This design comes from an exercise in tuning for small area on the open sky130 flow, not from production work. In this exercise RTL edits were held to simulation tests only and were not proved equivalent to the original. Power and IR drop assume default switching activity.

### run.sh
#!/bin/bash
# synth_recipe.tcl (not shown) runs the flow's synth.tcl, then flattens the netlist and writes it again
# the make line also repeats each setting of config.mk as NAME=value (left out here)
make -C /OpenROAD-flow-scripts/flow DESIGN_CONFIG=/design/flow/config.mk WORK_HOME=/design/flow/orfs CLKGATE_MAP_FILE= SYNTH_SCRIPT=/design/flow/synth_recipe.tcl finish
### design.v
`timescale 1ns / 1ps
module Final_Watch(
    input clk,
    input rst_sw,
    input [7:1] dip_sw,
    input [11:0] key_pad,
    output [7:0] seg_data,
    output [7:0] seg_com,
    output [7:0] lcd_data,
    output lcd_rs, lcd_rw, lcd_e,
    output [3:0] led_r,
    output [3:0] led_g,
    output [3:0] led_b,
    output piezo
);
    wire rst = rst_sw;
    function [3:0] dec_inc;    
        input [3:0] d;
        dec_inc = {(d[3] & ~d[0]) | (d[2] & d[1] & d[0]),
                   d[2] ^ (d[1] & d[0]),
                   (d[1] ^ d[0]) & ~d[3],
                   ~d[0]};
    endfunction
    function [3:0] dec_dec;    
        input [3:0] d;
        dec_dec = {(~d[3] & ~d[2] & ~d[1] & ~d[0]) | (d[3] & d[0]),
                   (d[2] & (d[1] | d[0])) | (d[3] & ~d[0]),
                   (d[1] & d[0]) | (d[2] & ~d[1] & ~d[0]) | (d[3] & ~d[0]),
                   ~d[0]};
    endfunction
    function [2:0] sex_inc;    
        input [2:0] d;
        sex_inc = {(d[2] & ~d[0]) | (d[1] & d[0]),
                   (d[1] ^ d[0]) & ~d[2],
                   ~d[0]};
    endfunction
    function [2:0] sex_dec;    
        input [2:0] d;
        sex_dec = {(~d[2] & ~d[1] & ~d[0]) | (d[2] & d[0]),
                   (d[1] & d[0]) | (d[2] & ~d[0]),
                   ~d[0]};
    endfunction
    function [3:0] hex_inc;    
        input [3:0] d;
        hex_inc = d ^ {d[2] & d[1] & d[0], d[1] & d[0], d[0], 1'b1};
    endfunction
    function [3:0] hex_dec;    
        input [3:0] d;
        hex_dec = d ^ {~d[2] & ~d[1] & ~d[0], ~d[1] & ~d[0], ~d[0], 1'b1};
    endfunction
    reg [5:0] k_reg, k_trig;    
    wire [5:0] k_in = {key_pad[11], key_pad[10], key_pad[9], key_pad[2], key_pad[1], key_pad[0]};
    always @(posedge clk or negedge rst) begin
        if(!rst) begin
            k_reg  <= 6'd0;
            k_trig <= 6'd0;
        end else begin
            k_reg  <= k_in;
            k_trig <= k_in & ~k_reg;
        end
    end
    wire key1 = k_trig[0], key2 = k_trig[1], key3 = k_trig[2];
    wire kstar = k_trig[3], key0 = k_trig[4], ksharp = k_trig[5];
    reg [2:0] c5;
    always @(posedge clk or negedge rst) begin
        if(!rst) c5 <= 3'd0;
        else     c5 <= {(c5[1] & c5[0]) | (c5[2] & ~c5[0]), (c5[1] ^ c5[0]) & ~c5[2], ~c5[0] | c5[2]};
    end
    wire c5_is4 = (c5 == 3'd4);           
    wire tick_1khz = (c5 == 3'd5);
    reg [9:0] k1000;                       
    always @(posedge clk or negedge rst) begin
        if(!rst) k1000 <= 10'd0;
        else if(c5_is4) k1000 <= (k1000 == 10'd999) ? 10'd0 : k1000 ^ {&k1000[8:0], &k1000[7:0], &k1000[6:0], &k1000[5:0], &k1000[4:0], &k1000[3:0], &k1000[2:0], &k1000[1:0], k1000[0], 1'b1};
    end
    wire tick_1hz = tick_1khz & (k1000 == 10'd0);
    reg [3:0] cnt_lcd;
    always @(posedge clk or negedge rst) begin
        if(!rst) cnt_lcd <= 4'd0;
        else     cnt_lcd <= hex_inc(cnt_lcd);
    end
    assign lcd_e = ((cnt_lcd[3] & (cnt_lcd[2] | cnt_lcd[1] | cnt_lcd[0])) | (cnt_lcd == 4'd0)) & (c5 != 3'd0);
    wire lcd_step = (cnt_lcd == 4'd8);
    reg view_24h;
    always @(posedge clk or negedge rst) begin
        if(!rst) view_24h <= 1'b1;
        else if((dip_sw[1] | dip_sw[2] | dip_sw[3] | dip_sw[4]) && key0)
            view_24h <= ~view_24h;
    end
    reg [3:0] c_h10, c_h1, c_m1, c_s1;
    reg [2:0] c_m10, c_s10;
    reg [1:0] c_state;
    always @(posedge clk or negedge rst) begin
        if(!rst) begin
            c_h10 <= 4'd1; c_h1 <= 4'd2;
            c_m10 <= 3'd0; c_m1 <= 4'd0;
            c_s10 <= 3'd0; c_s1 <= 4'd0;
        end else begin
            if(tick_1hz) begin
                if(c_s1 == 4'd9) begin
                    c_s1 <= 4'd0;
                    if(c_s10 == 3'd5) begin
                        c_s10 <= 3'd0;
                        if(c_m1 == 4'd9) begin
                            c_m1 <= 4'd0;
                            if(c_m10 == 3'd5) begin
                                c_m10 <= 3'd0;
                                if(c_h10 == 4'd2 && c_h1 == 4'd3) begin
                                    c_h10 <= 4'd0; c_h1 <= 4'd0;
                                end
                                else if(c_h1 == 4'd9) begin
                                    c_h1 <= 4'd0; c_h10 <= hex_inc(c_h10);
                                end
                                else c_h1 <= dec_inc(c_h1);
                            end
                            else c_m10 <= sex_inc(c_m10);
                        end
                        else c_m1 <= dec_inc(c_m1);
                    end
                    else c_s10 <= sex_inc(c_s10);
                end
                else c_s1 <= dec_inc(c_s1);
            end
            if(dip_sw[1]) begin
                case(c_state)
                    2'd1: begin
                        if(key3) begin
                            if(c_h10 == 4'd2 && c_h1 == 4'd3) begin c_h10 <= 4'd0; c_h1 <= 4'd0; end
                            else if(c_h1 == 4'd9) begin c_h1 <= 4'd0; c_h10 <= hex_inc(c_h10); end
                            else c_h1 <= dec_inc(c_h1);
                        end
                        if(key1) begin
                            if(c_h10 == 4'd0 && c_h1 == 4'd0) begin c_h10 <= 4'd2; c_h1 <= 4'd3; end
                            else if(c_h1 == 4'd0) begin c_h1 <= 4'd9; c_h10 <= hex_dec(c_h10); end
                            else c_h1 <= dec_dec(c_h1);
                        end
                    end
                    2'd2: begin
                        if(key3) begin
                            if(c_m1 == 4'd9) begin
                                c_m1 <= 4'd0;
                                c_m10 <= sex_inc(c_m10);
                            end
                            else c_m1 <= dec_inc(c_m1);
                        end
                        if(key1) begin
                            if(c_m10 == 3'd0 && c_m1 == 4'd0) begin c_m10 <= 3'd5; c_m1 <= 4'd9; end
                            else if(c_m1 == 4'd0) begin
                                c_m1 <= 4'd9;
                                c_m10 <= sex_dec(c_m10);
                            end
                            else c_m1 <= dec_dec(c_m1);
                        end
                    end
                    2'd3: begin
                        if(key2) begin c_s10 <= 3'd0; c_s1 <= 4'd0; end
                    end
                    default: ;
                endcase
            end
        end
    end
    always @(posedge clk or negedge rst) begin
        if(!rst) c_state <= 2'd0;
        else if(dip_sw[1]) begin
            if(kstar)       c_state <= {c_state[1] ~^ c_state[0], ~c_state[0]};
            else if(ksharp) c_state <= {c_state[1] ^ c_state[0], ~c_state[0]};
        end
        else c_state <= 2'd0;
    end
    reg [2:0] a_state;
    reg [3:0] al_h10, al_h1, al_m1, al_s1;
    reg [2:0] al_m10, al_s10;
    reg is_ringing, alarm_set;
    reg [2:0] a_state_up, a_state_dn;
    always @(*) begin
        case(a_state)
            3'd0: begin a_state_up = 3'd1; a_state_dn = 3'd4; end
            3'd1: begin a_state_up = 3'd2; a_state_dn = 3'd0; end
            3'd2: begin a_state_up = 3'd3; a_state_dn = 3'd1; end
            3'd3: begin a_state_up = 3'd4; a_state_dn = 3'd2; end
            default: begin a_state_up = 3'd0; a_state_dn = 3'd3; end
        endcase
    end
    wire al_match = {c_h10, c_h1, c_m10, c_m1, c_s10, c_s1} ==
                    {al_h10, al_h1, al_m10, al_m1, al_s10, al_s1};
    always @(posedge clk or negedge rst) begin
        if(!rst) begin
            a_state <= 3'd0;
            {al_h10, al_h1, al_m10, al_m1, al_s10, al_s1} <= 22'd0;
            is_ringing <= 1'b0;
            alarm_set  <= 1'b0;
        end else begin
            if(is_ringing && key0) is_ringing <= 1'b0;
            if(a_state == 3'd4 && al_match) is_ringing <= 1'b1;
            if(dip_sw[5]) begin
                if(kstar)       a_state <= a_state_dn;
                else if(ksharp) a_state <= a_state_up;
                if(a_state == 3'd0 && key2) begin
                    {al_h10, al_h1, al_m10, al_m1, al_s10, al_s1} <= 22'd0;
                    alarm_set  <= 1'b0;
                    is_ringing <= 1'b0;
                end
                if(a_state == 3'd1) begin
                    if(key3) begin
                        alarm_set <= 1'b1;
                        if(al_h10 == 4'd2 && al_h1 == 4'd3) begin al_h10 <= 4'd0; al_h1 <= 4'd0; end
                        else if(al_h1 == 4'd9) begin al_h1 <= 4'd0; al_h10 <= hex_inc(al_h10); end
                        else al_h1 <= dec_inc(al_h1);
                    end
                    if(key1) begin
                        alarm_set <= 1'b1;
                        if(al_h10 == 4'd0 && al_h1 == 4'd0) begin al_h10 <= 4'd2; al_h1 <= 4'd3; end
                        else if(al_h1 == 4'd0) begin al_h1 <= 4'd9; al_h10 <= hex_dec(al_h10); end
                        else al_h1 <= dec_dec(al_h1);
                    end
                end
                else if(a_state == 3'd2) begin
                    if(key3) begin
                        alarm_set <= 1'b1;
                        if(al_m1 == 4'd9) begin
                            al_m1 <= 4'd0;
                            al_m10 <= sex_inc(al_m10);
                        end
                        else al_m1 <= dec_inc(al_m1);
                    end
                    if(key1) begin
                        alarm_set <= 1'b1;
                        if(al_m10 == 3'd0 && al_m1 == 4'd0) begin al_m10 <= 3'd5; al_m1 <= 4'd9; end
                        else if(al_m1 == 4'd0) begin
                            al_m1 <= 4'd9;
                            al_m10 <= sex_dec(al_m10);
                        end
                        else al_m1 <= dec_dec(al_m1);
                    end
                end
                else if(a_state == 3'd3) begin
                    if(key3) begin
                        alarm_set <= 1'b1;
                        if(al_s1 == 4'd9) begin
                            al_s1 <= 4'd0;
                            al_s10 <= sex_inc(al_s10);
                        end
                        else al_s1 <= dec_inc(al_s1);
                    end
                    if(key1) begin
                        alarm_set <= 1'b1;
                        if(al_s10 == 3'd0 && al_s1 == 4'd0) begin al_s10 <= 3'd5; al_s1 <= 4'd9; end
                        else if(al_s1 == 4'd0) begin
                            al_s1 <= 4'd9;
                            al_s10 <= sex_dec(al_s10);
                        end
                        else al_s1 <= dec_dec(al_s1);
                    end
                    if(key2) begin
                        alarm_set <= 1'b1;
                        al_s10 <= 3'd0;
                        al_s1  <= 4'd0;
                    end
                end
            end
        end
    end
    reg [3:0] tm_m1, tm_s1;
    reg [2:0] tm_m10, tm_s10;
    reg [1:0] t_state;
    reg is_run, is_end;
    always @(posedge clk or negedge rst) begin
        if(!rst) begin
            t_state <= 2'd0;
            is_run <= 1'b0;
            is_end <= 1'b0;
            {tm_m10, tm_m1, tm_s10, tm_s1} <= 14'd0;
        end else begin
            if(is_run && tick_1hz) begin
                if(tm_s1 == 4'd0) begin
                    if(tm_s10 == 3'd0) begin
                        if(tm_m1 == 4'd0) begin
                            if(tm_m10 == 3'd0) begin
                                is_run <= 1'b0;
                                is_end <= 1'b1;
                            end
                            else begin
                                tm_m10 <= sex_dec(tm_m10);
                                tm_m1  <= 4'd9;
                                tm_s10 <= 3'd5;
                                tm_s1  <= 4'd9;
                            end
                        end
                        else begin
                            tm_m1  <= dec_dec(tm_m1);
                            tm_s10 <= 3'd5;
                            tm_s1  <= 4'd9;
                        end
                    end
                    else begin
                        tm_s10 <= sex_dec(tm_s10);
                        tm_s1  <= 4'd9;
                    end
                end
                else tm_s1 <= dec_dec(tm_s1);
            end
            if(dip_sw[6]) begin
                if(kstar)       t_state <= {t_state[1] ~^ t_state[0], ~t_state[0]};
                else if(ksharp) t_state <= {t_state[1] ^ t_state[0], ~t_state[0]};
                if(t_state == 2'd3 && key0) begin
                    if(is_end) begin
                        is_end  <= 1'b0;
                        t_state <= 2'd0;
                    end
                    else is_run <= ~is_run;
                end
                if(t_state == 2'd1) begin
                    if(key3) begin
                        if(tm_m1 == 4'd9) begin
                            tm_m1 <= 4'd0;
                            tm_m10 <= sex_inc(tm_m10);
                        end
                        else tm_m1 <= dec_inc(tm_m1);
                    end
                    if(key1) begin
                        if(tm_m10 == 3'd0 && tm_m1 == 4'd0) begin tm_m10 <= 3'd5; tm_m1 <= 4'd9; end
                        else if(tm_m1 == 4'd0) begin
                            tm_m1 <= 4'd9;
                            tm_m10 <= sex_dec(tm_m10);
                        end
                        else tm_m1 <= dec_dec(tm_m1);
                    end
                end
                if(t_state == 2'd2) begin
                    if(key3) begin
                        if(tm_s1 == 4'd9) begin
                            tm_s1 <= 4'd0;
                            tm_s10 <= sex_inc(tm_s10);
                        end
                        else tm_s1 <= dec_inc(tm_s1);
                    end
                    if(key1) begin
                        if(tm_s10 == 3'd0 && tm_s1 == 4'd0) begin tm_s10 <= 3'd5; tm_s1 <= 4'd9; end
                        else if(tm_s1 == 4'd0) begin
                            tm_s1 <= 4'd9;
                            tm_s10 <= sex_dec(tm_s10);
                        end
                        else tm_s1 <= dec_dec(tm_s1);
                    end
                end
                if(t_state == 2'd0) begin
                    {tm_m10, tm_m1, tm_s10, tm_s1} <= 14'd0;
                    is_run <= 1'b0;
                    is_end <= 1'b0;
                end
            end
        end
    end
    reg [1:0] g_state;
    reg [3:0] g_d3, g_d2, g_d1, g_d0;
    reg g_valid, g_stale;
    wire g_all9 = (g_d3 == 4'd9) && (g_d2 == 4'd9) && (g_d1 == 4'd9) && (g_d0 == 4'd9);
    wire g_wait_done = (g_d3 == 4'd3);
    wire g_inc = tick_1khz && !key0 &&
                 ((g_state == 2'd1 && !g_wait_done) || (g_state == 2'd2 && !g_all9));
    wire g_go2 = (g_state == 2'd1) && !key0 && tick_1khz && g_wait_done;
    always @(posedge clk or negedge rst) begin
        if(!rst) begin
            g_state <= 2'd0;
            {g_d3, g_d2, g_d1, g_d0} <= 16'd0;
            g_valid <= 1'b0;
            g_stale <= 1'b0;
        end else if(dip_sw[7]) begin
            g_stale <= key0 | g_go2;
            if(g_state == 2'd0 || g_go2) begin
                {g_d3, g_d2, g_d1, g_d0} <= 16'd0;
            end else if(g_inc) begin
                g_d0 <= dec_inc(g_d0);
                if(g_d0 == 4'd9) begin
                    g_d1 <= dec_inc(g_d1);
                    if(g_d1 == 4'd9) begin
                        g_d2 <= dec_inc(g_d2);
                        if(g_d2 == 4'd9) g_d3 <= dec_inc(g_d3);
                    end
                end
            end
            case(g_state)
                2'd0: begin
                    g_valid <= 1'b0;
                    if(key0) g_state <= 2'd1;
                end
                2'd1: begin
                    if(key0) g_state <= 2'd3;
                    else if(g_go2) g_state <= 2'd2;
                end
                2'd2: begin
                    if(key0) begin
                        g_state <= 2'd3;
                        g_valid <= 1'b1;
                    end
                end
                2'd3: begin
                    if(key0) g_state <= 2'd0;
                end
            endcase
        end
    end
    reg g_r, g_g, g_b;
    always @(*) begin
        case(g_state)
            2'd0: {g_r, g_g, g_b} = g_stale ? {1'b1, g_valid, g_valid} : 3'b000;
            2'd1: {g_r, g_g, g_b} = g_stale ? 3'b000 : 3'b001;
            2'd2: {g_r, g_g, g_b} = g_stale ? 3'b001 : 3'b010;
            default: {g_r, g_g, g_b} = {1'b1, g_valid, g_valid};
        endcase
    end
    assign led_r = {4{dip_sw[7] & g_r}};
    assign led_g = {4{dip_sw[7] & g_g}};
    assign led_b = {4{dip_sw[7] & g_b}};
    reg [4:0] base_hour_24, off_h, city_hour_24;
    reg [3:0] city_h10_24, city_h1_24, disp_h10, disp_h1;
    always @(*) begin
        base_hour_24 = (c_h10 * 5'd10) + c_h1;
        if(dip_sw[2])      off_h = 5'd10;
        else if(dip_sw[3]) off_h = 5'd15;
        else if(dip_sw[4]) off_h = 5'd16;
        else               off_h = 5'd0;
        city_hour_24 = base_hour_24 + off_h;
        if(city_hour_24 >= 5'd24) city_hour_24 = city_hour_24 - 5'd24;
        if(city_hour_24 >= 5'd20) begin
            city_h10_24 = 4'd2; city_h1_24 = city_hour_24 - 5'd20;
        end else if(city_hour_24 >= 5'd10) begin
            city_h10_24 = 4'd1; city_h1_24 = city_hour_24 - 5'd10;
        end else begin
            city_h10_24 = 4'd0; city_h1_24 = city_hour_24[3:0];
        end
        if(view_24h) begin
            disp_h10 = city_h10_24; disp_h1 = city_h1_24;
        end else if(city_h10_24 == 0 && city_h1_24 == 0) begin
            disp_h10 = 4'd1; disp_h1 = 4'd2;
        end else if(city_h10_24 == 1 && city_h1_24 > 4'd2) begin
            disp_h10 = 4'd0; disp_h1 = city_h1_24 - 4'd2;
        end else if(city_h10_24 == 2) begin
            disp_h10 = (city_h1_24 >= 4'd2) ? 4'd1 : 4'd0;
            if(city_h1_24 == 4'd0)      disp_h1 = 4'd8;
            else if(city_h1_24 == 4'd1) disp_h1 = 4'd9;
            else                        disp_h1 = city_h1_24 - 4'd2;
        end else begin
            disp_h10 = city_h10_24; disp_h1 = city_h1_24;
        end
    end
    reg [2:0] digit_sel;
    always @(posedge clk or negedge rst) begin
        if(!rst) digit_sel <= 3'd0;
        else if(c5_is4) digit_sel <= sex_inc(digit_sel);
    end
    reg [3:0] hex_in;
    reg [7:0] com;
    always @(*) begin
        case(digit_sel)
            3'd0: com = 8'b1111_1110;
            3'd1: com = 8'b1111_1101;
            3'd2: com = 8'b1111_1011;
            3'd3: com = 8'b1111_0111;
            3'd4: com = 8'b1110_1111;
            default: com = 8'b1101_1111;
        endcase
        if(dip_sw[7]) begin
            if(!g_valid) hex_in = 4'hE;
            else case(digit_sel)
                3'd0: hex_in = g_d0;
                3'd1: hex_in = g_d1;
                3'd2: hex_in = g_d2;
                3'd3: hex_in = g_d3;
                default: hex_in = 4'h0;
            endcase
        end else if(dip_sw[6]) begin
            case(digit_sel)
                3'd0: hex_in = tm_s1;
                3'd1: hex_in = {1'b0, tm_s10};
                3'd2: hex_in = tm_m1;
                3'd3: hex_in = {1'b0, tm_m10};
                default: hex_in = 4'h0;
            endcase
        end else begin
            case(digit_sel)
                3'd0: hex_in = c_s1;
                3'd1: hex_in = {1'b0, c_s10};
                3'd2: hex_in = c_m1;
                3'd3: hex_in = {1'b0, c_m10};
                3'd4: hex_in = dip_sw[5] ? c_h1 : disp_h1;
                default: hex_in = dip_sw[5] ? c_h10 : disp_h10;
            endcase
        end
    end
    assign seg_com = com;
    reg [6:0] seg7;
    always @(*) begin
        case(hex_in)
            4'h0: seg7 = 7'b1111110;
            4'h1: seg7 = 7'b0110000;
            4'h2: seg7 = 7'b1101101;
            4'h3: seg7 = 7'b1111001;
            4'h4: seg7 = 7'b0110011;
            4'h5: seg7 = 7'b1011011;
            4'h6: seg7 = 7'b1011111;
            4'h7: seg7 = 7'b1110000;
            4'h8: seg7 = 7'b1111111;
            4'h9: seg7 = 7'b1111011;
            4'hA: seg7 = 7'b1110111;
            4'hB: seg7 = 7'b0011111;
            4'hC: seg7 = 7'b1001110;
            4'hD: seg7 = 7'b0111101;
            4'hE: seg7 = 7'b1001111;
            default: seg7 = 7'b1000111;
        endcase
    end
    assign seg_data = {seg7, ~dip_sw[7] & (digit_sel == 3'd2 || digit_sel == 3'd4)};
    wire pz_en = ~dip_sw[7] & (dip_sw[6] ? is_end : is_ringing);
    reg [2:0] pz_lo;       
    reg [5:0] pz_hi;       
    reg [4:0] pz_p;        
    wire pz_tick = pz_hi[5] & pz_hi[4] & pz_hi[1];
    reg pz_on;
    always @(*) begin
        case(pz_p)
            5'd0, 5'd1, 5'd3, 5'd4, 5'd6, 5'd7, 5'd8, 5'd9, 5'd10, 5'd11, 5'd18, 5'd19: pz_on = 1'b1;
            default: pz_on = 1'b0;
        endcase
    end
    always @(posedge clk or negedge rst) begin
        if(!rst) begin
            pz_lo <= 3'd0; pz_hi <= 6'd0; pz_p <= 5'd0;
        end else if(!pz_en) begin
            pz_lo <= 3'd0; pz_hi <= 6'd0; pz_p <= 5'd0;
        end else begin
            pz_lo <= {pz_lo[1] & pz_lo[0], pz_lo[1] ^ pz_lo[0], ~pz_lo[0] & ~pz_lo[2]};
            if(pz_tick) pz_hi <= 6'd0;
            else if(pz_lo[2]) pz_hi <= pz_hi ^ {&pz_hi[4:0], &pz_hi[3:0], &pz_hi[2:0], &pz_hi[1:0], pz_hi[0], 1'b1};
            if(pz_tick) pz_p <= (pz_p == 5'd19) ? 5'd2 : pz_p ^ {&pz_p[3:0], &pz_p[2:0], &pz_p[1:0], pz_p[0], 1'b1};
        end
    end
    wire pz_late = |pz_p[4:1];
    assign piezo = pz_on & (pz_hi[0] ^ (pz_late & ~(pz_lo[2] | pz_lo[1] | pz_lo[0])));
    localparam DELAY = 3'b000, FUNCTION_SET = 3'b001, ENTRY_MODE = 3'b010,
               DISP_ONOFF = 3'b011, LINE1 = 3'b100, LINE2 = 3'b101, DELAY_T = 3'b110;
    reg [2:0] l_state;
    reg [6:0] l_cnt;
    reg l_rs, l_rw;
    reg [7:0] l_data;
    wire [3:0] ci = l_cnt[3:0];
    wire [6:0] l_cnt_inc = l_cnt ^ {&l_cnt[5:0], &l_cnt[4:0], &l_cnt[3:0], &l_cnt[2:0], &l_cnt[1:0], l_cnt[0], 1'b1};
    wire line2 = l_state[0];
    reg [7:0] ch;
    always @(*) begin
        ch = 8'h20;
        if(!line2) begin
            if(dip_sw[7]) begin
                case(ci)
                    4'd2: ch = 8'h52;
                    4'd3: ch = 8'h65;
                    4'd4: ch = 8'h61;
                    4'd5: ch = 8'h63;
                    4'd6: ch = 8'h74;
                    4'd7: ch = 8'h69;
                    4'd8: ch = 8'h6F;
                    4'd9: ch = 8'h6E;
                    4'd11: ch = 8'h54;
                    4'd12: ch = 8'h65;
                    4'd13: ch = 8'h73;
                    4'd14: ch = 8'h74;
                    default: ch = 8'h20;
                endcase
            end
            else if(dip_sw[6]) begin
                case(ci)
                    4'd3: ch = 8'h54;
                    4'd4: ch = 8'h69;
                    4'd5: ch = 8'h6D;
                    4'd6: ch = 8'h65;
                    4'd7: ch = 8'h72;
                    4'd9: ch = 8'h4D;
                    4'd10: ch = 8'h6F;
                    4'd11: ch = 8'h64;
                    4'd12: ch = 8'h65;
                    default: ch = 8'h20;
                endcase
            end
            else if(dip_sw[5]) begin
                case(ci)
                    4'd3: ch = 8'h41;
                    4'd4: ch = 8'h6C;
                    4'd5: ch = 8'h61;
                    4'd6: ch = 8'h72;
                    4'd7: ch = 8'h6D;
                    4'd9: ch = 8'h4D;
                    4'd10: ch = 8'h6F;
                    4'd11: ch = 8'h64;
                    4'd12: ch = 8'h65;
                    default: ch = 8'h20;
                endcase
            end
            else if(dip_sw[1]) begin
                case(ci)
                    4'd5: ch = 8'h53;
                    4'd6: ch = 8'h65;
                    4'd7: ch = 8'h6F;
                    4'd8: ch = 8'h75;
                    4'd9: ch = 8'h6C;
                    default: ch = 8'h20;
                endcase
            end
            else if(dip_sw[2]) begin
                case(ci)
                    4'd4: ch = 8'h4E;
                    4'd5: ch = 8'h65;
                    4'd6: ch = 8'h77;
                    4'd8: ch = 8'h59;
                    4'd9: ch = 8'h6F;
                    4'd10: ch = 8'h72;
                    4'd11: ch = 8'h6B;
                    default: ch = 8'h20;
                endcase
            end
            else if(dip_sw[3]) begin
                case(ci)
                    4'd5: ch = 8'h4C;
                    4'd6: ch = 8'h6F;
                    4'd7: ch = 8'h6E;
                    4'd8: ch = 8'h64;
                    4'd9: ch = 8'h6F;
                    4'd10: ch = 8'h6E;
                    default: ch = 8'h20;
                endcase
            end
            else if(dip_sw[4]) begin
                case(ci)
                    4'd5: ch = 8'h50;
                    4'd6: ch = 8'h61;
                    4'd7: ch = 8'h72;
                    4'd8: ch = 8'h69;
                    4'd9: ch = 8'h73;
                    default: ch = 8'h20;
                endcase
            end
        end else begin
            if(dip_sw[7]) begin
                case(g_state)
                    2'd0: begin
                        case(ci)
                            4'd5: ch = 8'h53;
                            4'd6: ch = 8'h74;
                            4'd7: ch = 8'h61;
                            4'd8: ch = 8'h72;
                            4'd9: ch = 8'h74;
                            default: ch = 8'h20;
                        endcase
                    end
                    2'd1: begin
                        case(ci)
                            4'd5: ch = 8'h52;
                            4'd6: ch = 8'h65;
                            4'd7: ch = 8'h61;
                            4'd8: ch = 8'h64;
                            4'd9: ch = 8'h79;
                            default: ch = 8'h20;
                        endcase
                    end
                    2'd2: begin
                        case(ci)
                            4'd1: ch = 8'h57;
                            4'd2: ch = 8'h61;
                            4'd3: ch = 8'h69;
                            4'd4: ch = 8'h74;
                            4'd6: ch = 8'h66;
                            4'd7: ch = 8'h6F;
                            4'd8: ch = 8'h72;
                            4'd10: ch = 8'h47;
                            4'd11: ch = 8'h72;
                            4'd12: ch = 8'h65;
                            4'd13: ch = 8'h65;
                            4'd14: ch = 8'h6E;
                            default: ch = 8'h20;
                        endcase
                    end
                    default: begin
                        if(!g_valid) begin
                            case(ci)
                                4'd4: ch = 8'h54;
                                4'd5: ch = 8'h6F;
                                4'd6: ch = 8'h6F;
                                4'd8: ch = 8'h46;
                                4'd9: ch = 8'h61;
                                4'd10: ch = 8'h73;
                                4'd11: ch = 8'h74;
                                default: ch = 8'h20;
                            endcase
                        end
                        else if(g_d3 == 4'd0 && g_d2[3:1] == 3'd0) begin
                            case(ci)
                                4'd4: ch = 8'h47;
                                4'd5: ch = 8'h72;
                                4'd6: ch = 8'h65;
                                4'd7: ch = 8'h61;
                                4'd8: ch = 8'h74;
                                default: ch = 8'h20;
                            endcase
                        end
                        else if(g_d3 == 4'd0 && g_d2[3:2] == 2'd0 && !(g_d2[1] & g_d2[0])) begin
                            case(ci)
                                4'd5: ch = 8'h47;
                                4'd6: ch = 8'h6F;
                                4'd7: ch = 8'h6F;
                                4'd8: ch = 8'h64;
                                default: ch = 8'h20;
                            endcase
                        end
                        else begin
                            case(ci)
                                4'd5: ch = 8'h53;
                                4'd6: ch = 8'h6C;
                                4'd7: ch = 8'h6F;
                                4'd8: ch = 8'h77;
                                default: ch = 8'h20;
                            endcase
                        end
                    end
                endcase
            end else if(dip_sw[6]) begin
                case(t_state)
                    2'd0: begin
                        case(ci)
                            4'd3: ch = 8'h52;
                            4'd4: ch = 8'h65;
                            4'd5: ch = 8'h73;
                            4'd6: ch = 8'h65;
                            4'd7: ch = 8'h74;
                            4'd9: ch = 8'h4D;
                            4'd10: ch = 8'h6F;
                            4'd11: ch = 8'h64;
                            4'd12: ch = 8'h65;
                            default: ch = 8'h20;
                        endcase
                    end
                    2'd1: begin
                        case(ci)
                            4'd3: ch = 8'h53;
                            4'd4: ch = 8'h65;
                            4'd5: ch = 8'h74;
                            4'd7: ch = 8'h4D;
                            4'd8: ch = 8'h69;
                            4'd9: ch = 8'h6E;
                            4'd10: ch = 8'h75;
                            4'd11: ch = 8'h74;
                            4'd12: ch = 8'h65;
                            default: ch = 8'h20;
                        endcase
                    end
                    2'd2: begin
                        case(ci)
                            4'd3: ch = 8'h53;
                            4'd4: ch = 8'h65;
                            4'd5: ch = 8'h74;
                            4'd7: ch = 8'h53;
                            4'd8: ch = 8'h65;
                            4'd9: ch = 8'h63;
                            4'd10: ch = 8'h6F;
                            4'd11: ch = 8'h6E;
                            4'd12: ch = 8'h64;
                            default: ch = 8'h20;
                        endcase
                    end
                    default: begin
                        if(is_end) begin
                            case(ci)
                                4'd3: ch = 8'h54;
                                4'd4: ch = 8'h69;
                                4'd5: ch = 8'h6D;
                                4'd6: ch = 8'h65;
                                4'd8: ch = 8'h4F;
                                4'd9: ch = 8'h56;
                                4'd10: ch = 8'h45;
                                4'd11: ch = 8'h52;
                                4'd12: ch = 8'h21;
                                4'd13: ch = 8'h21;
                                4'd14: ch = 8'h21;
                                default: ch = 8'h20;
                            endcase
                        end
                        else if(is_run) begin
                            case(ci)
                                4'd3: ch = 8'h52;
                                4'd4: ch = 8'h75;
                                4'd5: ch = 8'h6E;
                                4'd6: ch = 8'h6E;
                                4'd7: ch = 8'h69;
                                4'd8: ch = 8'h6E;
                                4'd9: ch = 8'h67;
                                4'd10: ch = 8'h2E;
                                4'd11: ch = 8'h2E;
                                4'd12: ch = 8'h2E;
                                default: ch = 8'h20;
                            endcase
                        end
                        else begin
                            case(ci)
                                4'd3: ch = 8'h50;
                                4'd4: ch = 8'h61;
                                4'd5: ch = 8'h75;
                                4'd6: ch = 8'h73;
                                4'd7: ch = 8'h65;
                                4'd8: ch = 8'h2F;
                                4'd9: ch = 8'h52;
                                4'd10: ch = 8'h65;
                                4'd11: ch = 8'h61;
                                4'd12: ch = 8'h64;
                                4'd13: ch = 8'h79;
                                default: ch = 8'h20;
                            endcase
                        end
                    end
                endcase
            end else if(dip_sw[5]) begin
                case(a_state)
                    3'd0: begin
                        if(!alarm_set) begin
                            case(ci)
                                4'd0: ch = 8'h41;
                                4'd1: ch = 8'h6C;
                                4'd2: ch = 8'h61;
                                4'd3: ch = 8'h72;
                                4'd4: ch = 8'h6D;
                                4'd5: ch = 8'h3A;
                                4'd6: ch = 8'h4E;
                                4'd7: ch = 8'h6F;
                                4'd8: ch = 8'h6E;
                                default: ch = 8'h20;
                            endcase
                        end
                        else begin
                            case(ci)
                                4'd0: ch = 8'h41;
                                4'd1: ch = 8'h6C;
                                4'd2: ch = 8'h61;
                                4'd3: ch = 8'h72;
                                4'd4: ch = 8'h6D;
                                4'd5: ch = 8'h3A;
                                4'd6: ch = 8'h4F;
                                4'd7: ch = 8'h46;
                                4'd8: ch = 8'h46;
                                default: ch = 8'h20;
                            endcase
                        end
                    end
                    3'd1: begin
                        case(ci)
                            4'd0: ch = 8'h53;
                            4'd1: ch = 8'h65;
                            4'd2: ch = 8'h74;
                            4'd4: ch = 8'h48;
                            4'd6: ch = {4'h3, al_h10};
                            4'd7: ch = {4'h3, al_h1};
                            4'd8: ch = 8'h3A;
                            4'd9: ch = {4'h3, {1'b0, al_m10}};
                            4'd10: ch = {4'h3, al_m1};
                            4'd11: ch = 8'h3A;
                            4'd12: ch = {4'h3, {1'b0, al_s10}};
                            4'd13: ch = {4'h3, al_s1};
                            default: ch = 8'h20;
                        endcase
                    end
                    3'd2: begin
                        case(ci)
                            4'd0: ch = 8'h53;
                            4'd1: ch = 8'h65;
                            4'd2: ch = 8'h74;
                            4'd4: ch = 8'h4D;
                            4'd6: ch = {4'h3, al_h10};
                            4'd7: ch = {4'h3, al_h1};
                            4'd8: ch = 8'h3A;
                            4'd9: ch = {4'h3, {1'b0, al_m10}};
                            4'd10: ch = {4'h3, al_m1};
                            4'd11: ch = 8'h3A;
                            4'd12: ch = {4'h3, {1'b0, al_s10}};
                            4'd13: ch = {4'h3, al_s1};
                            default: ch = 8'h20;
                        endcase
                    end
                    3'd3: begin
                        case(ci)
                            4'd0: ch = 8'h53;
                            4'd1: ch = 8'h65;
                            4'd2: ch = 8'h74;
                            4'd4: ch = 8'h53;
                            4'd6: ch = {4'h3, al_h10};
                            4'd7: ch = {4'h3, al_h1};
                            4'd8: ch = 8'h3A;
                            4'd9: ch = {4'h3, {1'b0, al_m10}};
                            4'd10: ch = {4'h3, al_m1};
                            4'd11: ch = 8'h3A;
                            4'd12: ch = {4'h3, {1'b0, al_s10}};
                            4'd13: ch = {4'h3, al_s1};
                            default: ch = 8'h20;
                        endcase
                    end
                    default: begin
                        if(is_ringing) begin
                            case(ci)
                                4'd0: ch = 8'h41;
                                4'd1: ch = 8'h6C;
                                4'd2: ch = 8'h61;
                                4'd3: ch = 8'h72;
                                4'd4: ch = 8'h6D;
                                4'd6: ch = 8'h52;
                                4'd7: ch = 8'h69;
                                4'd8: ch = 8'h6E;
                                4'd9: ch = 8'h67;
                                4'd10: ch = 8'h69;
                                4'd11: ch = 8'h6E;
                                4'd12: ch = 8'h67;
                                4'd13: ch = 8'h21;
                                4'd14: ch = 8'h21;
                                default: ch = 8'h20;
                            endcase
                        end
                        else begin
                            case(ci)
                                4'd0: ch = 8'h41;
                                4'd1: ch = 8'h6C;
                                4'd2: ch = 8'h61;
                                4'd3: ch = 8'h72;
                                4'd4: ch = 8'h6D;
                                4'd6: ch = {4'h3, al_h10};
                                4'd7: ch = {4'h3, al_h1};
                                4'd8: ch = 8'h3A;
                                4'd9: ch = {4'h3, {1'b0, al_m10}};
                                4'd10: ch = {4'h3, al_m1};
                                4'd11: ch = 8'h3A;
                                4'd12: ch = {4'h3, {1'b0, al_s10}};
                                4'd13: ch = {4'h3, al_s1};
                                default: ch = 8'h20;
                            endcase
                        end
                    end
                endcase
            end else if(dip_sw[1]) begin
                case(c_state)
                    2'd0: begin
                        if(view_24h) begin
                            case(ci)
                                4'd4: ch = 8'h4D;
                                4'd5: ch = 8'h6F;
                                4'd6: ch = 8'h64;
                                4'd7: ch = 8'h65;
                                4'd8: ch = 8'h3A;
                                4'd9: ch = 8'h32;
                                4'd10: ch = 8'h34;
                                4'd11: ch = 8'h48;
                                default: ch = 8'h20;
                            endcase
                        end
                        else begin
                            case(ci)
                                4'd4: ch = 8'h4D;
                                4'd5: ch = 8'h6F;
                                4'd6: ch = 8'h64;
                                4'd7: ch = 8'h65;
                                4'd8: ch = 8'h3A;
                                4'd9: ch = 8'h31;
                                4'd10: ch = 8'h32;
                                4'd11: ch = 8'h48;
                                default: ch = 8'h20;
                            endcase
                        end
                    end
                    2'd1: begin
                        case(ci)
                            4'd3: ch = 8'h41;
                            4'd4: ch = 8'h64;
                            4'd5: ch = 8'h6A;
                            4'd6: ch = 8'h75;
                            4'd7: ch = 8'h73;
                            4'd8: ch = 8'h74;
                            4'd10: ch = 8'h48;
                            4'd11: ch = 8'h6F;
                            4'd12: ch = 8'h75;
                            4'd13: ch = 8'h72;
                            default: ch = 8'h20;
                        endcase
                    end
                    2'd2: begin
                        case(ci)
                            4'd3: ch = 8'h41;
                            4'd4: ch = 8'h64;
                            4'd5: ch = 8'h6A;
                            4'd6: ch = 8'h75;
                            4'd7: ch = 8'h73;
                            4'd8: ch = 8'h74;
                            4'd10: ch = 8'h4D;
                            4'd11: ch = 8'h69;
                            4'd12: ch = 8'h6E;
                            default: ch = 8'h20;
                        endcase
                    end
                    default: begin
                        case(ci)
                            4'd4: ch = 8'h52;
                            4'd5: ch = 8'h65;
                            4'd6: ch = 8'h73;
                            4'd7: ch = 8'h65;
                            4'd8: ch = 8'h74;
                            4'd10: ch = 8'h53;
                            4'd11: ch = 8'h65;
                            4'd12: ch = 8'h63;
                            default: ch = 8'h20;
                        endcase
                    end
                endcase
            end else if(dip_sw[2] | dip_sw[3] | dip_sw[4]) begin
                if(view_24h) begin
                    case(ci)
                        4'd4: ch = 8'h4D;
                        4'd5: ch = 8'h6F;
                        4'd6: ch = 8'h64;
                        4'd7: ch = 8'h65;
                        4'd8: ch = 8'h3A;
                        4'd9: ch = 8'h32;
                        4'd10: ch = 8'h34;
                        4'd11: ch = 8'h48;
                        default: ch = 8'h20;
                    endcase
                end
                else begin
                    case(ci)
                        4'd4: ch = 8'h4D;
                        4'd5: ch = 8'h6F;
                        4'd6: ch = 8'h64;
                        4'd7: ch = 8'h65;
                        4'd8: ch = 8'h3A;
                        4'd9: ch = 8'h31;
                        4'd10: ch = 8'h32;
                        4'd11: ch = 8'h48;
                        default: ch = 8'h20;
                    endcase
                end
            end
        end
    end
    always @(posedge clk or negedge rst) begin
        if(!rst) begin
            l_state <= DELAY;
            l_cnt <= 7'd0;
        end else if(lcd_step) begin
            case(l_state)
                DELAY: begin
                    if(l_cnt == 7'd70) begin l_state <= FUNCTION_SET; l_cnt <= 7'd0; end
                    else l_cnt <= l_cnt_inc;
                end
                FUNCTION_SET: begin
                    if(l_cnt == 7'd30) begin l_state <= DISP_ONOFF; l_cnt <= 7'd0; end
                    else l_cnt <= l_cnt_inc;
                end
                DISP_ONOFF: begin
                    if(l_cnt == 7'd30) begin l_state <= ENTRY_MODE; l_cnt <= 7'd0; end
                    else l_cnt <= l_cnt_inc;
                end
                ENTRY_MODE: begin
                    if(l_cnt == 7'd30) begin l_state <= LINE1; l_cnt <= 7'd0; end
                    else l_cnt <= l_cnt_inc;
                end
                LINE1: begin
                    if(l_cnt == 7'd16) begin l_state <= LINE2; l_cnt <= 7'd0; end
                    else l_cnt <= l_cnt_inc;
                end
                LINE2: begin
                    if(l_cnt == 7'd16) begin l_state <= DELAY_T; l_cnt <= 7'd0; end
                    else l_cnt <= l_cnt_inc;
                end
                default: begin
                    if(l_cnt == 7'd5) begin l_state <= LINE1; l_cnt <= 7'd0; end
                    else l_cnt <= l_cnt_inc;
                end
            endcase
        end
    end
    always @(posedge clk or negedge rst) begin
        if(!rst) begin
            l_rs <= 1'b1; l_rw <= 1'b1; l_data <= 8'h00;
        end else if(lcd_step) begin
            case(l_state)
                DELAY:        begin l_rs <= 1'b1; l_rw <= 1'b1; l_data <= 8'h00; end
                FUNCTION_SET: begin l_rs <= 1'b0; l_rw <= 1'b0; l_data <= 8'h38; end
                DISP_ONOFF:   begin l_rs <= 1'b0; l_rw <= 1'b0; l_data <= 8'h0C; end
                ENTRY_MODE:   begin l_rs <= 1'b0; l_rw <= 1'b0; l_data <= 8'h06; end
                LINE1, LINE2: begin
                    l_rw <= 1'b0;
                    if(!l_cnt[4]) begin l_rs <= 1'b1; l_data <= ch; end
                    else begin l_rs <= 1'b0; l_data <= line2 ? 8'h80 : 8'hC0; end
                end
                default:      begin l_rs <= 1'b0; l_rw <= 1'b0; l_data <= 8'h02; end
            endcase
        end
    end
    assign lcd_rs = l_rs;
    assign lcd_rw = l_rw;
    assign lcd_data = l_data;
endmodule
### constraint.sdc
create_clock -name core_clock -period 22.0 [get_ports {clk}]
set_input_delay 4.4000 -clock core_clock [delete_from_list [all_inputs] [get_ports {clk}]]
set_output_delay 4.4000 -clock core_clock [all_outputs]
set_load 0.01 [all_outputs]
### config.mk
export PLATFORM = sky130hd
export DESIGN_NAME = Final_Watch
export DESIGN_NICKNAME = Final_Watch
export VERILOG_FILES = /design/flow/design.v
export SDC_FILE = /design/flow/constraint.sdc
export NUM_CORES = 4
export LEC_CHECK = 0
export ABC_AREA = 1
export CAP_MARGIN = 20
export CORE_MARGIN = 2
export CORE_UTILIZATION = 40
export SLEW_MARGIN = 20
==> results of run 1 <==
synthesized netlist by cell type (4+ instances only):
| cell | n |
|---|---|
| a31oi_1 | 30 |
| nand4_1 | 25 |
| a32o_1 | 4 |
| buf_2 | 6 |
| a22o_1 | 4 |
| o221ai_1 | 18 |
| o21a_1 | 5 |
| nor2_1 | 265 |
| ha_1 | 110 |
| o311ai_0 | 10 |
| nor3_1 | 51 |
| o31ai_1 | 19 |
| nand2_4 | 6 |
| xnor2_1 | 14 |
| clkinv_1 | 14 |
| o22ai_1 | 41 |
| inv_1 | 329 |
| dfstp_2 | 5 |
| a22oi_1 | 14 |
| a221oi_1 | 16 |
| a211oi_1 | 18 |
| dfrtp_1 | 151 |
| nand3_1 | 144 |
| xor2_1 | 25 |
| nor4_1 | 10 |
| nand2_2 | 10 |
| o2111ai_1 | 11 |
| o211ai_1 | 37 |
| o21ai_0 | 206 |
| nand3_2 | 4 |
| and3_1 | 4 |
| nand2_1 | 384 |
| a21oi_1 | 151 |
| buf_4 | 11 |
| o21ai_1 | 7 |
| inv_2 | 4 |
| clkbuf_1 | 55 |
cell type report:
class	count	area, µm²	area share, %
diodes	1	2.502	0.01516
clock buffers	18	429.2	2.599
clock inverters	14	152.6	0.9246
inverters	347	1303	7.889
multi-input cells	1685	9470	57.36
flip-flops and latches	156	3910	23.68
well taps	468	585.6	3.547
repair buffers	70	656.9	3.979
final timing paths:
path                       depth (start not counted)  slack (ns)                     to            startpoint
setup / recovery                                  44        7.16            seg_data[2]             dip_sw[2]
hold / removal                                     1        0.39    k_trig[3]$_DFF_PN0_    k_reg[3]$_DFF_PN0_
setup reg to reg                                  18       17.40  l_data[3]$_DFFE_PN0N_  l_cnt[0]$_DFFE_PN0N_
hold reg to reg                                    1        0.39    k_trig[3]$_DFF_PN0_    k_reg[3]$_DFF_PN0_
max in group asynchronous                          2       16.60   k1000[1]$_DFFE_PN0N_                rst_sw
min in group asynchronous                          1        3.94      c_h1[0]$_DFF_PN0_                rst_sw
critical path: cells and delay by family:
family / cells / cell delay [ns]
adders and majority gates: 5 / 1.12
and+or+nand+nor: 27 / 2.64
AOI/OAI and AO/OA: 3 / 0.55
buffers and inverters: 8 / 1.58
xor gates and xnor gates: 1 / 0.15
per-layer routing:
| metal | routed length (µm) | up-vias | part of all wire [%] | global-route usage [%] |
|---|---|---|---|---|
| met5 | 0 | - | 0 | 0 |
| met4 | 1989 | 0 | 3.5 | 11.67 |
| met3 | 5256 | 162 | 9.2 | 6.795 |
| met2 | 25070 | 836 | 44 | 45.54 |
| met1 | 24990 | 7769 | 44 | 40.11 |
| li1 | - | 7761 | - | - |
cell families after synthesis:
kind of cell,share of synthesized area [%]
simple gates,25.95
xor+xnor,2.385
buf+inv,10.86
compound gates,25.14
other cells,0.02499
fa+ha+maj,9.574
flops,26.06
report_power, final:
group	internal, mW	switching [mW]
Combinational	0.406	0.759
Clock	0.160	0.150
Sequential	0.351	0.107
Total	0.917	1.02
cells in the final DEF, fill, tap and decap left out, types with 5 or more instances in the layout:
cell type | synthesis | layout
nand2_1 | 384 | 384
xnor2_1 | 14 | 14
a22oi_1 | 14 | 14
clkinvlp_4 | 0 | 5
a211oi_1 | 18 | 18
o31ai_1 | 19 | 19
nor4_1 | 10 | 10
clkbuf_16 | 0 | 17
nor3_1 | 51 | 51
o2111ai_1 | 11 | 11
o22ai_1 | 41 | 41
dfstp_2 | 5 | 5
a21oi_1 | 151 | 151
clkinv_1 | 14 | 14
buf_4 | 11 | 18
inv_1 | 329 | 329
o221ai_1 | 18 | 18
nand2_2 | 10 | 10
nand2_4 | 6 | 6
clkdlybuf4s50_1 | 0 | 51
o311ai_0 | 10 | 10
xor2_1 | 25 | 25
o21a_1 | 5 | 5
o21ai_0 | 206 | 206
a221oi_1 | 16 | 16
nand4_1 | 25 | 25
ha_1 | 110 | 110
nor2_1 | 265 | 264
nand3_1 | 144 | 144
o211ai_1 | 37 | 37
dfrtp_1 | 151 | 151
a31oi_1 | 30 | 30
o21ai_1 | 7 | 7
==> impl_metrics.yaml, run 1 <==
outcome:
  status: "no timing/DRC/antenna violations"
yosys:
  yosysTopAreaCell: "dfrtp_1"
  synthTopCellsByArea: "dfrtp_1 (25%), nand2_1 (9.6%), ha_1 (9.2%)"
  synthArstFlopShare_pct: 100.0
  yosys_warnings: 1
  ys_ff_latch: 156
  netlist_area_mm2: 0.01500
  synth_edf_count: 0
  synthCells: 2261
  syn_avg_cell_area_um2: 6.636
  yosysUniqueCellTypes: 65
  synth_flop_cell: "dfrtp_1"
  synth_top_area_share_pct: 25.19
  ys_seq_area_share_pct: 26.06
grt:
  grt-ovfl-total: 0
  antenna_found_initial: 1
  grt_max_degree: 88
  grt_pass1_vias: 15550
  grt_first_pass_wirelength_mm: 89.10
  grt_use_total_pct: 29.59
clock_network:
  cts_buffers: 17
  cts.clk_slew.worst_paths_ns: 0.07
  cts_tree: "yes"
  clk_latency_ns: 0.48
  cts_root_buf: "clkbuf_16"
  clock_sinks: 156
  cts_setup_buffers: 0
  postCtsHoldBufs: 0
  cts_htree_levels: 4
  postCtsResizedCells: 0
  clockBufferDepth: 2
placement:
  place.gp.congestion: 1.014
  dp_cells: 2726
  preCtsSetupSlack_ns: 7.223
  post_dp_cell_area_mm2: 0.01593
  port_buffers: 52
  hpwl_mm: 43.54
critical_path:
  required_ns: 17.60
  end_kind: "output port"
  path_common_cell: "nand2_1"
  critPathLaunchType: "primary input"
  critPathKind: "in -> out"
  slowest_stage: "clkdlybuf4s50_1"
  cp_data_arrival_time_ns: 10.44
  max_stage_delay_ns: 0.59
  crit_path_max_fanout: 8
timing:
  final_hold_viol_count: 0
  post-route-min-period_ns: 14.84
  worstMarginPinSlew_ns: 1.136
  fin_setup_tns_ns: 0
  finalWorstSetupSlack_ns: 7.163
  final-max-slew-violation-count: 0
  final.period_utilization_pct: 67.44
  rsz0062_at_grt: "false"
  setup_viol: 0
  fmax_mhz: 67.40
  hold_ws_ns: 0.3922
  clock_skew_ns: 0.01472
  maxSlewHeadroom_pct: 24.21
floorplanning:
  dieWidth_um: 197.7
  ios: 61
  start_util_pct: 40.79
  die_area_mm2: 0.03907
  coreArea_mm2: 0.03679
  core.rowCount: 70
  die_h_um: 197.7
cells_and_area:
  area_growth_syn_to_layout_pct: 10.04
  design_area_mm2: 0.01651
  final_nets: 2411
  largest_reg_flops: 10
  layout.cells.non_filler: 2759
  finish.utilization_pct: 44.88
  reg.largest.list: "k1000: 10 flops, l_data: 8 flops, l_cnt: 7 flops"
  nFillCells: 3869
  drive_gt1_share_pct: 3.930
  top_register: "k1000"
min_path:
  hold_class: "reg -> reg"
job:
  maxCapViolations: 0
detailed_routing:
  drt_pass1_iterations: 7
  drc: 0
  drt-total-wl_mm: 57.31
  drtIter0Drc: 1782
  via_count: 16530
  wl_per_cell_um: 20.77
  ant_nets: 0
  via_per_inst: 5.991
pwr:
  power.density_mw_per_mm2: 117.1
  leakage_nw: 7.706
  peakVddDrop_mv: 0.1026
  power.total_mw: 1.933
==> run 2, diff against run 1 <==
--- a/design.v
+++ b/design.v
@@ -542,7 +542,6 @@
                DISP_ONOFF = 3'b011, LINE1 = 3'b100, LINE2 = 3'b101, DELAY_T = 3'b110;
     reg [2:0] l_state;
     reg [6:0] l_cnt;
-    reg l_rs, l_rw;
     reg [7:0] l_data;
     wire [3:0] ci = l_cnt[3:0];
     wire [6:0] l_cnt_inc = l_cnt ^ {&l_cnt[5:0], &l_cnt[4:0], &l_cnt[3:0], &l_cnt[2:0], &l_cnt[1:0], l_cnt[0], 1'b1};
@@ -1081,23 +1080,20 @@
     end
     always @(posedge clk or negedge rst) begin
         if(!rst) begin
-            l_rs <= 1'b1; l_rw <= 1'b1; l_data <= 8'h00;
+            l_data <= 8'h00;
         end else if(lcd_step) begin
             case(l_state)
-                DELAY:        begin l_rs <= 1'b1; l_rw <= 1'b1; l_data <= 8'h00; end
-                FUNCTION_SET: begin l_rs <= 1'b0; l_rw <= 1'b0; l_data <= 8'h38; end
-                DISP_ONOFF:   begin l_rs <= 1'b0; l_rw <= 1'b0; l_data <= 8'h0C; end
-                ENTRY_MODE:   begin l_rs <= 1'b0; l_rw <= 1'b0; l_data <= 8'h06; end
-                LINE1, LINE2: begin
-                    l_rw <= 1'b0;
-                    if(!l_cnt[4]) begin l_rs <= 1'b1; l_data <= ch; end
-                    else begin l_rs <= 1'b0; l_data <= line2 ? 8'h80 : 8'hC0; end
-                end
-                default:      begin l_rs <= 1'b0; l_rw <= 1'b0; l_data <= 8'h02; end
+                DELAY:        l_data <= 8'h00;
+                FUNCTION_SET: l_data <= 8'h38;
+                DISP_ONOFF:   l_data <= 8'h0C;
+                ENTRY_MODE:   l_data <= 8'h06;
+                LINE1, LINE2: l_data <= !l_cnt[4] ? ch : (line2 ? 8'h80 : 8'hC0);
+                default:      l_data <= 8'h02;
             endcase
         end
     end
-    assign lcd_rs = l_rs;
-    assign lcd_rw = l_rw;
+    wire l_first = (l_state == DELAY) || (l_state == FUNCTION_SET && l_cnt == 7'd0);
+    assign lcd_rw = l_first;
+    assign lcd_rs = l_first || (l_state[2:1] == 2'b10 && l_cnt != 7'd0);
     assign lcd_data = l_data;
 endmodule
==> flow/run.sh (new file) <==
#!/bin/bash
# Own flow: the standard synthesis, then the same synthesis again with an
# area-oriented ABC script and without adder cells; if the registers of the
# two netlists agree (names and cell types) the second netlist is laid out
# by the standard flow, otherwise the standard one is.
set -u
W=$(pwd)
R=$W/orfs/results/$FLOW_PLATFORM/Final_Watch/base
bash standard.sh synth > std_synth.log 2>&1 || exit 1
cp $R/1_2_yosys.v $W/ref_1_2_yosys.v
make -C $FLOW_HOME DESIGN_CONFIG=$W/config.mk WORK_HOME=$W/orfs CLKGATE_MAP_FILE= \
  SYNTH_SCRIPT=$W/flow/my_synth.tcl ADDER_MAP_FILE= do-yosys > my_synth.log 2>&1
ok=0
if [ -s $R/1_2_yosys.v ] && grep -q "endmodule" $R/1_2_yosys.v; then
  cp $R/1_2_yosys.v $W/own_1_2_yosys.v
  python3 $W/flow/fixnames.py $W/ref_1_2_yosys.v $W/own_1_2_yosys.v $W/own_fixed_1_2_yosys.v > fixnames.log 2>&1 \
    && cp $W/own_fixed_1_2_yosys.v $R/1_2_yosys.v
  python3 $W/flow/regs.py $W/ref_1_2_yosys.v > regs_ref.txt
  python3 $W/flow/regs.py $R/1_2_yosys.v > regs_own.txt
  if [ -s regs_ref.txt ] && cmp -s regs_ref.txt regs_own.txt; then ok=1; fi
fi
if [ $ok = 1 ]; then
  echo "own synthesis used" > synth_choice.txt
else
  echo "registers differ or own synthesis failed: standard synthesis used" > synth_choice.txt
  cp $W/ref_1_2_yosys.v $R/1_2_yosys.v
fi
touch $R/1_2_yosys.v
CTS_ARGS="-sink_clustering_enable -repair_clock_nets -buf_list sky130_fd_sc_hd__clkbuf_8 -dont_use_dummy_load" BUFFER_PORTS_ARGS="-buffer_cell sky130_fd_sc_hd__buf_1" bash standard.sh > std_layout.log 2>&1
==> flow/area.abc (new file) <==
strash
&get -n
&deepsyn -T 60
&put
dch -f
amap
topo
==> flow/fixnames.py (new file) <==
# Gives the flip-flops of the own netlist (argv[2]) that have generated names
# (_NNNN_) the name that the standard netlist (argv[1]) gives the flip-flop
# driving the same Q net. Writes the result to argv[3].
import re, sys
FF = re.compile(r'^(\s*)(sky130_fd_sc_hd__(?:df|sdf|edf|dl)\w*)\s+(\S+)\s*\((.*?)\);', re.M | re.S)
def flops(text):
    out = {}
    for m in FF.finditer(text):
        q = re.search(r'\.Q\(\s*(.*?)\s*\)', m.group(4))
        if q:
            out[q.group(1)] = (m.group(3), m.group(2))
    return out
ref = open(sys.argv[1]).read()
own = open(sys.argv[2]).read()
rf, of = flops(ref), flops(own)
names = set(re.findall(r'(?<![\w\\$])(_\d+_)(?!\w)', own))
ren = {}
for q, (rn, rt) in rf.items():
    if q not in of:
        continue
    on, ot = of[q]
    if on != rn:
        if not re.fullmatch(r'_\d+_', on) or rn in names:
            sys.exit("cannot rename %s to %s" % (on, rn))
        ren[on] = rn
def sub(m):
    n = m.group(3)
    if n in ren:
        return m.group(0).replace(' ' + n + ' ', ' ' + ren[n] + ' ', 1)
    return m.group(0)
new = FF.sub(sub, own)
open(sys.argv[3], 'w').write(new)
print("renamed", ren)
==> flow/my_synth.tcl (new file) <==
# The standard synthesis (synth_recipe.tcl) with two changes: no adder-cell
# extraction (ADDER_MAP_FILE is empty on the make line) and an area-oriented
# ABC script for the combinational logic. Registers are mapped as before.
proc synth {args} { yosys synth -nofsm -noshare {*}$args }
set my_abc_script [file join [file dirname [file normalize [info script]]] area.abc]
proc abc {args} {
  global my_abc_script
  set out {}
  set skip 0
  foreach a $args {
    if {$skip} { set skip 0; continue }
    if {$a eq "-script"} { set skip 1; continue }
    lappend out $a
  }
  yosys abc -script $my_abc_script {*}$out
}
source $::env(SCRIPTS_DIR)/synth.tcl
# left out here: clear keep_hierarchy, flatten, clean up, hide names made inside functions, write 1_2_yosys.v
==> flow/regs.py (new file) <==
# Lists the flip-flop instances (name, cell type without drive strength) of a netlist.
import re, sys
s = open(sys.argv[1]).read()
regs = sorted((n, re.sub(r'_\d+$', '', t)) for t, n in
              re.findall(r'^\s*(sky130_fd_sc_hd__(?:df|sdf|edf|dl)\w*)\s+(\S+)\s*\(', s, re.M))
for n, t in regs:
    print(t, n)
==> standard.sh (new file) <==
#!/bin/bash
# synth_recipe.tcl (not shown) runs the flow's synth.tcl, then flattens the netlist and writes it again
# the make line also repeats each setting of config.mk as NAME=value (left out here)
make -C /OpenROAD-flow-scripts/flow DESIGN_CONFIG=/design/flow/config.mk WORK_HOME=/design/flow/orfs CLKGATE_MAP_FILE= SYNTH_SCRIPT=/design/flow/synth_recipe.tcl "${@:-finish}"
--- a/config.mk
+++ b/config.mk
@@ -5,8 +5,8 @@
 export SDC_FILE = /design/flow/constraint.sdc
 export NUM_CORES = 4
 export LEC_CHECK = 0
-export ABC_AREA = 1
 export CAP_MARGIN = 20
 export CORE_MARGIN = 2
 export CORE_UTILIZATION = 40
+export CTS_BUF_LIST = sky130_fd_sc_hd__clkbuf_8
 export SLEW_MARGIN = 20
removed: run.sh
==> run 2 against run 1 <==
Compared with the run above: global-route usage rose by 3.1 points; synthesized cell count is 29% lower; first-iteration DRC count fell by 26%; worst setup slack improved by 0.76 ns; non-clock buffer count is 2 higher.
==> impl_metrics.yaml, run 2 <==
yosys:
  ys_seq_area_share_pct: 34.64
  ys_top_cells_by_count: "nor2_1 (370), clkinv_1 (238), dfrtp_1 (151)"
  yosys_warnings: 1
  yosysUniqueCellTypes: 53
  ys_ff_latch: 154
  synthCells: 1604
  syn_avg_cell_area_um2: 6.942
  synth_top_area_share_pct: 33.93
  yosysTopAreaCell: "dfrtp_1"
  synthTopCellsByArea: "dfrtp_1 (34%), nor2_1 (12%), clkinv_1 (8.0%)"
  netlist_area_mm2: 0.01114
  synth_edf_count: 0
  synthArstFlopShare_pct: 100.0
  yosysMostFrequentCell: "nor2_1"
  synth_flop_cell: "dfrtp_1"
timing:
  setup_viol: 0
  post-route-min-period_ns: 14.08
  clock_skew_ns: 0.03461
  rsz0062_at_grt: "false"
  fin_setup_tns_ns: 0
  worstMarginPinSlew_ns: 0.9160
  final_hold_viol_count: 0
  final-max-slew-violation-count: 0
  maxSlewHeadroom_pct: 38.71
  final.period_utilization_pct: 63.99
  fmax_mhz: 71.03
cells_and_area:
  layout.cells.non_filler: 2061
  largest_reg_flops: 10
  antenna_cells: 0
  top_register: "k1000"
  area_growth_syn_to_layout_pct: 8.955
  finish.utilization_pct: 43.91
  drive_gt1_share_pct: 2.436
  nFillCells: 2961
  layout_common_cells: "nor2_1 (370), clkinv_1 (238), dfrtp_1 (151)"
  final_nets: 1706
  design_area_mm2: 0.01213
  reg.largest.list: "k1000: 10 flops, l_data: 8 flops, l_cnt: 7 flops"
  layout_commonest_cell: "nor2_1"
clock_network:
  cts_buffers: 17
  postCtsHoldBufs: 0
  cts_root_buf: "clkbuf_8"
  postCtsResizedCells: 0
  cts_tree: "yes"
  clock_sinks: 154
  clockBufferDepth: 2
  cts.clk_slew.worst_paths_ns: 0.06
  cts_setup_buffers: 0
  clk_latency_ns: 0.50
  cts_htree_levels: 4
grt:
  use_met3_pct: 7.125
  grt_use_total_pct: 32.65
  grt_first_pass_wirelength_mm: 71.65
  grt-ovfl-total: 0
  grt_util_met1_pct: 44.01
  top_usage_layer: "met2"
  grt_pass1_vias: 12060
  grt_max_degree: 75
  antenna_found_initial: 0
  grt_use_met2_pct: 50.13
placement:
  hpwl_mm: 36.56
  dp_cells: 2043
  place.gp.congestion: 1.053
  port_buffers: 52
  post_dp_cell_area_mm2: 0.01187
pwr:
  peakVddDrop_mv: 0.04536
  seq_power_share_pct: 39.6
  power.density_mw_per_mm2: 90.97
  p_comb_share_pct: 45.3
  leakage_nw: 4.436
  swShare_pct: 48.47
  power.total_mw: 1.104
  p_clk_share_pct: 15.0
  p_switching_mw: 0.5350
  internal_power_mw: 0.5687
job:
  maxCapViolations: 0
critical_path:
  required_ns: 17.60
  critPathLaunchType: "primary input"
  ff2ff_setup_slack_ns: 16.45
  slowest_stage: "a2111oi_0"
  cp_data_arrival_time_ns: 9.68
  crit_path_max_fanout: 11
  end_kind: "output port"
  max_stage_delay_ns: 0.61
  critPathKind: "in -> out"
  path_common_cell: "o21ai_0"
detailed_routing:
  drc: 0
  via_count: 12860
  drtIter0Drc: 1326
  wl_per_cell_um: 22.79
  ant_nets: 0
  via_per_inst: 6.242
  drt-total-wl_mm: 46.96
  drt_pass1_iterations: 5
floorplanning:
  coreArea_mm2: 0.02763
  start_util_pct: 40.30
  die_h_um: 170.9
  core.rowCount: 61
  ios: 61
  dieWidth_um: 170.9
  die_area_mm2: 0.02919
outcome:
  status: "no timing/DRC/antenna violations"
min_path:
  hold_class: "reg -> reg"
run 2: cell count changes after synthesis, moves of 25 or more:
cell / previous run / this run
xor2_1: 25 / 0
o21ai_0: 206 / 112
ha_1: 110 / 0
nor2_1: 265 / 370
nand3_1: 144 / 37
a21oi_1: 151 / 94
clkinv_1: 14 / 238
clkbuf_1: 55 / 0
o211ai_1: 37 / 8
nor3_1: 51 / 85
inv_1: 329 / 0
nand2_1: 384 / 124
run 2: worst paths after layout:
path                                    endpoint                  from  cells after the start
setup / recovery                     seg_data[7]             dip_sw[2]                     26
hold / removal               k_trig[2]$_DFF_PN0_    k_reg[2]$_DFF_PN0_                      1
setup reg to reg           l_data[1]$_DFFE_PN0N_  l_cnt[3]$_DFFE_PN0N_                     15
hold reg to reg              k_trig[2]$_DFF_PN0_    k_reg[2]$_DFF_PN0_                      1
max in group asynchronous     pz_lo[0]$_DFF_PN0_                rst_sw                      2
min in group asynchronous    tm_m10[1]$_DFF_PN0_                rst_sw                      1
run 2: stage by stage:
| step | setup WS (ns) | hold slack [ns] |
|---|---|---|
| floorplan | 9.539 | 0.3777 |
| global placement | 8.158 | 0.3809 |
| detailed placement | 8.019 | 0.3831 |
| CTS | 7.983 | 0.3921 |
| global route | 7.364 | 0.4005 |
| finish | 7.922 | 0.3908 |
run 2: cell type report:
class / count / area [µm²] / area share, %
Clock buffer: 17 / 234.0 / 1.928
Inverter: 238 / 893.4 / 7.363
Tap cell: 378 / 473.0 / 3.898
Sequential cell: 154 / 3857 / 31.79
Multi-Input combinational cell: 1202 / 6306 / 51.97
Timing Repair Buffer: 72 / 369.1 / 3.042
run 2: power by group through the flow:
stage	logic (mW)	clock network (mW)	registers (mW)
2_1_floorplan	0.360	0	0.402
3_5_place_dp	0.488	0	0.438
6_report	0.500	0.166	0.438
4_1_cts	0.490	0.173	0.434
5_1_grt	0.556	0.184	0.444
3_3_place_gp	0.485	0	0.440
run 2: kinds of logic after synthesis:
kind of cell | synth area share (%)
flops | 34.64
simple gates | 27.36
other cells | 0.03368
buf+inv | 8.764
compound gates | 29.20
run 2: critical path, delay by kind of cell:
| kind | cells | cell delay, ns |
|---|---|---|
| simple gates | 9 | 1.25 |
| compound gates | 12 | 2.51 |
| buf+inv | 5 | 1.52 |
run 2: per-layer routing:
| metal | wire length, µm | vias to the layer above |
|---|---|---|
| li1 | - | 5939 |
| met1 | 20100 | 6087 |
| met2 | 20420 | 702 |
| met3 | 4297 | 136 |
| met4 | 2143 | 0 |
| met5 | 0 | - |

## static timing again, ports no longer ideal
In the flow no input, the clock included, has a driving cell. The finished layouts below were timed again as built, in two steps. Step 1, drivers: a clkbuf_16 drives clk and a buf_2 each remaining input, both assumed. Step 2 adds t to the input delays and takes it off the output delays; t is the mean of the earliest and latest rising clock arrival at the registers after step 1. Input paths then give back, and output paths get back, about the clock's delay inside the block. Three values: ideal, step 1, step 2; two values: the first two.
| run | t (ns) | slack for setup (ns) | worst hold slack (ns) | worst data-port slew with drivers (ns) |
|---|---|---|---|---|
| run 1 | 0.523 | 7.163 / 7.138 / 7.138 | 0.392 / 0.392 / 0.392 | 0.04 |
| run 2 | 0.528 | 7.922 / 7.894 / 7.894 | 0.391 / 0.391 / 0.391 | 0.08 |
After both steps setup and hold are still met in every run listed. The setup slack of run 2, which loses most, moves by -0.028 ns with the drivers and by -0.028 ns with both steps.
